Background: an optimization exercise with open tools, aiming at small area, a short achievable clock period and few clock cycles per item. Do not read the settings as production practice. For this run, only the layout was checked, not whether the RTL still works.

==> design/flow/design.v <==
package cordic_pkg;
    localparam int XY_W = 16;
    localparam int ANGLE_W = 32;
    localparam int MAX_ITER = 32;  
    localparam logic signed [31:0] ANG_PI = 32'sh8000_0000;
    localparam logic signed [31:0] ANG_PI_2 = 32'sh4000_0000;
    localparam logic signed [15:0] KINV_Q15 = 16'sd19898;  
    localparam int KINV_SHIFT = 15;
    localparam real PI = 3.14159265358979323846;
    function automatic logic signed [MAX_ITER-1:0] atan_lut(input int unsigned idx);
        case (idx)
          0: atan_lut = 32'sh2000_0000;
          1: atan_lut = 32'sh12E4_051D;
          2: atan_lut = 32'sh09FB_385B;
          3: atan_lut = 32'sh0511_11D4;
          4: atan_lut = 32'sh028B_0D43;
          5: atan_lut = 32'sh0145_77E1;
          6: atan_lut = 32'sh00A2_EC1E;
          7: atan_lut = 32'sh0051_F155;
          8: atan_lut = 32'sh0028_F953;
          9: atan_lut = 32'sh0014_7E6E;
          10: atan_lut = 32'sh000A_7CC8;
          11: atan_lut = 32'sh0005_3E64;
          12: atan_lut = 32'sh0002_9F32;
          13: atan_lut = 32'sh0001_4F99;
          14: atan_lut = 32'sh0000_A7CC;
          15: atan_lut = 32'sh0000_53E6;
          default: atan_lut = 32'sd0;
        endcase
    endfunction
endpackage
module cordic_stage #(
    parameter int XW = 18,
    parameter int ZWI = 31,
    parameter int ZWO = 30,
    parameter int I = 0,
    parameter logic [31:0] ATAN = 32'h0
)(
    input  logic signed [XW-1:0]  x_in,
    input  logic signed [XW-1:0]  y_in,
    input  logic signed [ZWI-1:0] z_in,
    output logic signed [XW-1:0]  x_out,
    output logic signed [XW-1:0]  y_out,
    output logic signed [ZWO-1:0] z_out
);
    logic dir;
    logic [XW-1:0] xs, ys;
    logic [ZWO-1:0] zl, at;
    assign dir = z_in[ZWI-1];
    assign xs = x_in >>> I;
    assign ys = y_in >>> I;
    assign zl = z_in[ZWO-1:0];
    assign at = ATAN[ZWO-1:0];
    assign x_out = x_in + (dir ? ys : ~ys) + {{(XW-1){1'b0}}, ~dir};
    assign y_out = y_in + (dir ? ~xs : xs) + {{(XW-1){1'b0}}, dir};
    assign z_out = zl + (dir ? at : ~at) + {{(ZWO-1){1'b0}}, ~dir};
endmodule
module cordic_preproc (
    input  logic signed [15:0] x_in,
    input  logic signed [15:0] y_in,
    input  logic [31:0]        angle_in,
    output logic signed [16:0] x0,
    output logic signed [16:0] y0,
    output logic signed [30:0] z0
);
    logic signed [16:0] xe, ye;
    assign xe = {x_in[15], x_in};
    assign ye = {y_in[15], y_in};
    always_comb begin
        case (angle_in[31:30])
            2'b01: begin x0 = -ye; y0 = xe; end
            2'b10: begin x0 = ye;  y0 = -xe; end
            default: begin x0 = xe; y0 = ye; end
        endcase
    end
    assign z0 = {angle_in[31], angle_in[29:0]};
endmodule
module cordic_rotator #(
    parameter logic [16:0] CUT = 17'b1_0101_0101_0101_0100
)(
    input  logic               clk,
    input  logic               rst_n,
    input  logic               ce,
    input  logic               in_valid,
    input  logic signed [15:0] x_start,
    input  logic signed [15:0] y_start,
    input  logic [31:0]        angle,
    output logic               pv,
    output logic [15:0]        cos_o,
    output logic [15:0]        sin_o
);
    function automatic int zw(input int p);
        case (p)
            0: zw = 31;  1: zw = 30;  2: zw = 30;  3: zw = 29;
            4: zw = 28;  5: zw = 27;  6: zw = 26;  7: zw = 25;
            8: zw = 24;  9: zw = 23; 10: zw = 22; 11: zw = 21;
            12: zw = 20; 13: zw = 19; 14: zw = 18; 15: zw = 17;
            default: zw = 1;
        endcase
    endfunction
    function automatic int nregs(input logic [16:0] c);
        nregs = 1;
        for (int k = 0; k <= 16; k++) nregs += c[k];
    endfunction
    localparam int NR = nregs(CUT);
    logic [NR-1:0] v;
    always_ff @(posedge clk or negedge rst_n) begin
        if (!rst_n) v <= '0;
        else if (ce) v <= {v[NR-2:0], in_valid};
    end
    assign pv = v[NR-1];
    logic signed [15:0] xr, yr;
    logic [31:0] ar;
    always_ff @(posedge clk) begin
        if (ce) begin
            xr <= x_start;
            yr <= y_start;
            ar <= angle;
        end
    end
    logic signed [16:0] x0, y0;
    logic signed [30:0] z0;
    cordic_preproc u_pre (
        .x_in(xr), .y_in(yr), .angle_in(ar),
        .x0(x0), .y0(y0), .z0(z0)
    );
    logic signed [17:0] xc [0:16];
    logic signed [17:0] yc [0:16];
    logic signed [30:0] zc [0:16];
    logic signed [17:0] xq [0:16];
    logic signed [17:0] yq [0:16];
    logic signed [30:0] zq [0:16];
    assign xc[0] = 18'(x0);
    assign yc[0] = 18'(y0);
    assign zc[0] = z0;
    genvar p;
    generate
        for (p = 0; p <= 16; p++) begin : P
            localparam int ZW = zw(p);
            localparam int XW = (p == 0) ? 17 : 18;
            if (CUT[p]) begin : R
                logic signed [XW-1:0] xr_q, yr_q;
                logic signed [ZW-1:0] zr_q;
                always_ff @(posedge clk) begin
                    if (ce) begin
                        xr_q <= xc[p][XW-1:0];
                        yr_q <= yc[p][XW-1:0];
                        zr_q <= zc[p][ZW-1:0];
                    end
                end
                assign xq[p] = 18'(xr_q);
                assign yq[p] = 18'(yr_q);
                assign zq[p] = 31'(zr_q);
            end else begin : W
                assign xq[p] = xc[p];
                assign yq[p] = yc[p];
                assign zq[p] = zc[p];
            end
            if (p < 16) begin : S
                localparam int ZWO = (p < 15) ? zw(p + 1) : 1;
                logic signed [ZWO-1:0] zo;
                cordic_stage #(
                    .XW(18), .ZWI(ZW), .ZWO(ZWO), .I(p),
                    .ATAN(cordic_pkg::atan_lut(p))
                ) u_stage (
                    .x_in(xq[p]), .y_in(yq[p]), .z_in(zq[p][ZW-1:0]),
                    .x_out(xc[p+1]), .y_out(yc[p+1]), .z_out(zo)
                );
                assign zc[p+1] = 31'(zo);
            end
        end
    endgenerate
    logic signed [30:0] cprod, sprod;
    assign cprod = 31'(xq[16]) * 31'sd19898;
    assign sprod = 31'(yq[16]) * 31'sd19898;
    assign cos_o = cprod[30:15];
    assign sin_o = sprod[30:15];
endmodule
module cordic_rot_top (
    input logic clk,
    input logic rst_n,
    input logic in_valid,
    output logic in_ready,
    input logic signed [15:0] x_start,
    input logic signed [15:0] y_start,
    input logic signed [31:0] angle,
    output logic out_valid,
    input logic out_ready,
    output logic signed [15:0] cosine,
    output logic signed [15:0] sine
);
    logic ce;
    logic pv;
    logic [15:0] pc, ps;
    cordic_rotator u_rot (
        .clk(clk), .rst_n(rst_n), .ce(ce), .in_valid(in_valid),
        .x_start(x_start), .y_start(y_start), .angle(angle),
        .pv(pv), .cos_o(pc), .sin_o(ps)
    );
    logic [31:0] e0, e1;
    logic wp, rp, ov;
    logic [1:0] cnt, cnt_n;
    logic push, pop;
    assign push = ce & pv;
    assign pop = ov & out_ready;
    assign cnt_n = cnt + {1'b0, push} - {1'b0, pop};
    always_ff @(posedge clk) begin
        if (push & ~wp) e0 <= {pc, ps};
        if (push & wp) e1 <= {pc, ps};
    end
    always_ff @(posedge clk or negedge rst_n) begin
        if (!rst_n) begin
            wp <= 1'b0;
            rp <= 1'b0;
            cnt <= 2'd0;
            ov <= 1'b0;
            ce <= 1'b1;
        end else begin
            wp <= wp ^ push;
            rp <= rp ^ pop;
            cnt <= cnt_n;
            ov <= (cnt_n != 2'd0);
            ce <= (cnt_n != 2'd2);
        end
    end
    assign in_ready = ce;
    assign out_valid = ov;
    assign {cosine, sine} = rp ? e1 : e0;
endmodule
==> design/flow/run.sh <==
#!/bin/bash
# synth_recipe.tcl (not shown) runs the flow's synth.tcl, then flattens the netlist and writes it again
# the make line also repeats each setting of config.mk as NAME=value (left out here)
make -C /OpenROAD-flow-scripts/flow DESIGN_CONFIG=/design/flow/config.mk WORK_HOME=/design/flow/orfs CLKGATE_MAP_FILE= SYNTH_SCRIPT=/design/flow/synth_recipe.tcl finish
==> design/flow/config.mk <==
export PLATFORM = sky130hd
export DESIGN_NAME = cordic_rot_top
export DESIGN_NICKNAME = cordic_rot_top
export VERILOG_FILES = /design/flow/design.v
export SDC_FILE = /design/flow/constraint.sdc
export NUM_CORES = 4
export LEC_CHECK = 0
export CAP_MARGIN = 20
export CORE_MARGIN = 2
export CORE_UTILIZATION = 40
export SLEW_MARGIN = 20
==> design/flow/constraint.sdc <==
create_clock -name core_clock -period 8.5 [get_ports {clk}]
set_input_delay 1.7000 -clock core_clock [delete_from_list [all_inputs] [get_ports {clk}]]
set_output_delay 1.7000 -clock core_clock [all_outputs]
set_load 0.01 [all_outputs]
==> impl_metrics.prom <==
# TYPE chip_impl_metric gauge
chip_impl_info{name="min_path_type",value="flip-flop to flip-flop"} 1
chip_impl_metric{name="post_synth_instance_area",unit="um^2"} 71040
chip_impl_metric{name="min_cycle_time_layout",unit="ns"} 7.186
chip_impl_metric{name="route.antenna.remaining_nets",unit=""} 0
chip_impl_metric{name="gr-usage-all-layers",unit=""} 0.1767
chip_impl_info{name="top_sig_layer",value="met4"} 1
chip_impl_metric{name="syn-instance-count",unit=""} 7482
chip_impl_metric{name="max_freq",unit="MHz"} 139.2
chip_impl_metric{name="placement_row_count",unit=""} 154
chip_impl_metric{name="detailroute.via_count",unit=""} 52945
chip_impl_info{name="startpoint_of_the_lowest_slack_hold_path",value="u_rot.v[3]"} 1
chip_impl_metric{name="chipWidth",unit="um"} 425.4
chip_impl_metric{name="clock_latency_reported_for_the_late_side_of_the_worst_skew_pair",unit="ns"} 0.73
chip_impl_metric{name="synth.distinct_cells",unit=""} 99
chip_impl_metric{name="dp_hpwl",unit="mm"} 132.6
chip_impl_metric{name="timing.critical_path.arrival",unit="ns"} 7.68
chip_impl_info{name="cts_tree",value="yes"} 1
chip_impl_metric{name="yosys_warnings",unit=""} 15
chip_impl_metric{name="totalWireLength",unit="mm"} 161.0
chip_impl_metric{name="worstHoldPathCells",unit=""} 1
chip_impl_info{name="timing.critical_path.to_type",value="flip-flop"} 1
chip_impl_info{name="timing.hold.worst_endpoint",value="u_rot.v[3]"} 1
chip_impl_metric{name="area_delta_synth_final",unit="%"} 9.822
chip_impl_metric{name="postPlaceCellArea",unit="um^2"} 75150
chip_impl_metric{name="ports",unit=""} 102
chip_impl_metric{name="worst-endpoint-required",unit="ns"} 9.00
chip_impl_metric{name="holdBufCountCts",unit=""} 0
chip_impl_metric{name="cts-resized-gates",unit=""} 0
chip_impl_metric{name="synth_enable_flop_cells",unit=""} 582
chip_impl_metric{name="grt_overflow",unit=""} 0
chip_impl_info{name="reg2reg_to",value="u_rot.P[16].R.xr_q[16]"} 1
chip_impl_metric{name="synth_nets",unit=""} 8902
chip_impl_metric{name="synth_top_cell_area_share",unit=""} 0.2460
chip_impl_metric{name="grt_antenna_before_repair",unit=""} 0
chip_impl_metric{name="drt_pass1_iterations",unit=""} 6
chip_impl_metric{name="clock_tree.buffer_depth",unit=""} 3
chip_impl_metric{name="grt_max_degree",unit=""} 82
chip_impl_metric{name="async_flop_share",unit=""} 0.02513
chip_impl_metric{name="fill_cells",unit=""} 16926
chip_impl_metric{name="reg2reg_slack",unit="ns"} 1.31
chip_impl_metric{name="yosys_register_bits",unit=""} 597
chip_impl_metric{name="count_of_unresolved_drc_violations_after_routing",unit=""} 0
chip_impl_info{name="synthTopCellsByArea",value="sky130_fd_sc_hd__edfxtp_1 25%, sky130_fd_sc_hd__ha_1 19%, sky130_fd_sc_hd__xnor2_1 10%, sky130_fd_sc_hd__fa_1 7.8%, sky130_fd_sc_hd__a21oi_1 4.4%"} 1
chip_impl_info{name="clock-root-buffer",value="sky130_fd_sc_hd__clkbuf_16"} 1
chip_impl_metric{name="cts_made_buffers",unit=""} 83
chip_impl_metric{name="initial_core_util",unit=""} 0.4030
chip_impl_metric{name="max_cap_violations",unit=""} 0
chip_impl_metric{name="drt-initial-drc-count",unit=""} 2243
chip_impl_metric{name="setup_viol",unit=""} 0
chip_impl_metric{name="worstMarginPinSlew",unit="ns"} 1.034
chip_impl_metric{name="timing_hold_violations_final",unit=""} 0
chip_impl_metric{name="drv_slew",unit=""} 0
chip_impl_info{name="timing_worst_setup_path_type",value="flip-flop to flip-flop"} 1
chip_impl_info{name="run_status",value="no timing/DRC/antenna violations"} 1
chip_impl_metric{name="final_layout_size_suffix_gt1_frac",unit=""} 0.04197
chip_impl_info{name="synthMostInstantiatedCell",value="sky130_fd_sc_hd__ha_1"} 1
chip_impl_metric{name="grt_pass1_wl",unit="mm"} 265.3
chip_impl_info{name="timing.critical_path.slowest_stage_cell",value="sky130_fd_sc_hd__xor2_1"} 1
chip_impl_metric{name="placeableCoreArea",unit="um^2"} 176300
chip_impl_info{name="critical_path.startpoint_type",value="flip-flop"} 1
chip_impl_metric{name="grt_pass1_vias",unit=""} 54004
chip_impl_info{name="cp_most_frequent_cell",value="sky130_fd_sc_hd__a21oi_1"} 1
chip_impl_info{name="netlist_top_cells_count",value="1075 x sky130_fd_sc_hd__ha_1, 845 x sky130_fd_sc_hd__xnor2_1, 665 x sky130_fd_sc_hd__inv_1"} 1
chip_impl_info{name="path_delay_family",value="compound AO/OA/AOI/OAI gates"} 1
chip_impl_metric{name="fin_area",unit="um^2"} 78020
chip_impl_metric{name="h-tree-depth",unit=""} 3
chip_impl_metric{name="routed_wire_length_on_met3",unit="mm"} 3.701
chip_impl_metric{name="slew-limit-headroom",unit=""} 0.2927
chip_impl_metric{name="met1Wirelength",unit="mm"} 66.62
chip_impl_metric{name="synth_sequential_area_ratio",unit=""} 0.2513
chip_impl_metric{name="antenna_cells",unit=""} 0
chip_impl_info{name="rsz0062_at_grt",value="false"} 1
chip_impl_metric{name="totalNegativeSetupSlack",unit="ns"} 0
chip_impl_metric{name="port_buffers",unit=""} 101
chip_impl_metric{name="period_share",unit=""} 0.8455
chip_impl_metric{name="finalNetCount",unit=""} 9074
chip_impl_metric{name="final_estimated_routing_congestion_in_global_placement",unit=""} 0.9079
chip_impl_metric{name="worstRegToRegCells",unit=""} 27
chip_impl_metric{name="worstPathMaxFanout",unit=""} 20
chip_impl_metric{name="routedWlPerCell",unit="um"} 16.00
chip_impl_info{name="rr_startpoint",value="u_rot.P[14].R.zr_q[17]"} 1
chip_impl_metric{name="clock-sinks",unit=""} 597
chip_impl_metric{name="floorplan.die.height",unit="um"} 425.4
chip_impl_metric{name="mean_number_of_vias_per_cell",unit=""} 5.263
chip_impl_metric{name="cts.repair_timing.setup_buffer_count",unit=""} 0
chip_impl_metric{name="final.setup_skew",unit="ns"} 0.06044
chip_impl_metric{name="cp_num_buf_inv",unit=""} 1
chip_impl_info{name="synthFlopType",value="sky130_fd_sc_hd__edfxtp_1"} 1
chip_impl_metric{name="max_stage_delay",unit="ns"} 0.68
chip_impl_metric{name="die-area",unit="um^2"} 181000
chip_impl_metric{name="met2RoutedLength",unit="mm"} 84.95
chip_impl_info{name="post-synth-top-area-cell",value="sky130_fd_sc_hd__edfxtp_1"} 1
chip_impl_metric{name="cts.reportedPaths.clkPinSlew",unit="ns"} 0.06
chip_impl_metric{name="average_cell_area_after_synthesis",unit="um^2"} 9.495
==> worst register-to-register path, stage by stage, from the launching register on <==
cell and delay [ns]:
sky130_fd_sc_hd__edfxtp_1 0.32, sky130_fd_sc_hd__buf_4 0.28, sky130_fd_sc_hd__xor2_1 0.69, sky130_fd_sc_hd__ha_1 0.41, sky130_fd_sc_hd__a21oi_1 0.25, sky130_fd_sc_hd__o21bai_1 0.10, sky130_fd_sc_hd__a21oi_1 0.21, sky130_fd_sc_hd__nand2b_1 0.13
sky130_fd_sc_hd__a21boi_0 0.11, sky130_fd_sc_hd__o31ai_1 0.27, sky130_fd_sc_hd__a21oi_1 0.19, sky130_fd_sc_hd__a211o_1 0.28, sky130_fd_sc_hd__a21oi_1 0.19, sky130_fd_sc_hd__xnor2_1 0.19, sky130_fd_sc_hd__xor2_1 0.16, sky130_fd_sc_hd__fa_1 0.51
sky130_fd_sc_hd__a21o_1 0.17, sky130_fd_sc_hd__a21oi_1 0.31, sky130_fd_sc_hd__o21bai_1 0.10, sky130_fd_sc_hd__a21oi_1 0.26, sky130_fd_sc_hd__o21bai_1 0.09, sky130_fd_sc_hd__a21oi_1 0.23, sky130_fd_sc_hd__nor2b_1 0.08, sky130_fd_sc_hd__o21a_1 0.18
sky130_fd_sc_hd__o41ai_1 0.58, sky130_fd_sc_hd__o2111ai_1 0.23, sky130_fd_sc_hd__a21oi_1 0.21, sky130_fd_sc_hd__xnor2_1 0.22
==> sequential cells by signal (all words and copies together) (netlist names), 2 cells and up <==
| register | flops |
|---|---|
| cnt | 2 |
| e0 | 32 |
| e1 | 32 |
| u_rot.P.R.xr_q | 144 |
| u_rot.P.R.yr_q | 144 |
| u_rot.P.R.zr_q | 166 |
| u_rot.ar | 32 |
| u_rot.v | 9 |
| u_rot.xr | 16 |
| u_rot.yr | 16 |
==> stage by stage <==
stage | util | hold slack (ns) | setup WS [ns] | instances
2_1_floorplan | - | 0.4750 | 0.1504 | 7482
3_3_place_gp | 0.4263 | 0.4880 | 1.426 | 9909
6_report | 0.4425 | 0.5009 | 1.314 | 10060
4_1_cts | 0.4425 | 0.5056 | 1.236 | 10060
3_5_place_dp | 0.4263 | 0.4936 | 1.265 | 9909
5_1_grt | 0.4425 | 0.5196 | 0.7635 | 10060
==> metal layers <==
layer,vias to the layer above,global-route usage
met5,-,0
met4,0,0.06099
met3,301,0.02133
met2,628,0.3420
met1,24695,0.1963
li1,27321,-
==> worst max-delay path by stage <==
stage | startpoint | end | slack [ns] | cells after the start
final | u_rot.P[14].R.zr_q[17] | u_rot.P[16].R.xr_q[16] | 1.31 | 27
after CTS | u_rot.P[14].R.zr_q[17] | u_rot.P[16].R.yr_q[16] | 1.24 | 27
after floorplan | ce | e1[0] | 0.15 | 4
after global placement | u_rot.P[16].R.xr_q[12] | e0[31] | 1.43 | 22
after global routing | u_rot.P[10].R.zr_q[21] | u_rot.P[12].R.yr_q[16] | 0.76 | 26
after detailed placement | u_rot.P[14].R.zr_q[17] | u_rot.P[16].R.yr_q[16] | 1.26 | 27
==> cell type report <==
type | instances | area (um^2) | area share
Timing Repair Buffer | 152 | 1406 | 0.01803
Clock buffer | 95 | 2122 | 0.02720
Tap cell | 2340 | 2928 | 0.03753
Inverter | 671 | 2521 | 0.03231
Sequential cell | 597 | 17860 | 0.2289
Multi-Input combinational cell | 6149 | 50450 | 0.6466
Clock inverter | 56 | 735.7 | 0.009430
==> cell families after synthesis <==
logic type / count (synthesis) / share of synthesized area
XOR/XNOR: 1136 / 0.1408
AO/OA/AOI/OAI: 1988 / 0.1824
buffers and inverters: 736 / 0.03920
adder cells (fa/ha/maj): 1352 / 0.2674
multiplexers: 70 / 0.01101
AND/OR/NAND/NOR: 1603 / 0.1079
flip-flops: 597 / 0.2513
==> cell usage in the layout (no fill, tap or decap), types with 139 or more instances in the layout <==
cell	n
sky130_fd_sc_hd__a21o_1	251
sky130_fd_sc_hd__a21oi_1	630
sky130_fd_sc_hd__edfxtp_1	582
sky130_fd_sc_hd__fa_1	277
sky130_fd_sc_hd__ha_1	1073
sky130_fd_sc_hd__inv_1	665
sky130_fd_sc_hd__nand2_1	307
sky130_fd_sc_hd__nor2_1	530
sky130_fd_sc_hd__nor3_1	155
sky130_fd_sc_hd__o21a_1	149
sky130_fd_sc_hd__o21ai_0	322
sky130_fd_sc_hd__o21bai_1	139
sky130_fd_sc_hd__xnor2_1	843
sky130_fd_sc_hd__xor2_1	287

[what the ideal ports hide]
No port has a modelled driver above. Below, the same layout with a new extraction and two added sets of constraints.
Step 1 (the two cells are an assumption about what drives the block):
set clk [get_ports {clk}]
set_driving_cell -lib_cell sky130_fd_sc_hd__clkbuf_16 $clk
set_driving_cell -lib_cell sky130_fd_sc_hd__buf_2 [delete_from_list [all_inputs] $clk]
Step 2 adds t to the input delays and takes it off the output delays; t is the mean of the earliest and latest rising clock arrival at the registers after step 1. Input paths then give back, and output paths get back, about the clock's delay inside the block.
a / b / c = no drivers / after step 1 / after step 2; a / b = the first two.
t, ns: 0.791
setup slack, ns: 1.314 / 1.314 / 1.314
worst register clock-pin slew, ns: 0.07 / 0.07
pins driven straight from the clock port: 1
After both steps this run still meets setup and hold. For this run, drivers alone change the setup slack by 0.000 ns; drivers and shift together by 0.000 ns.
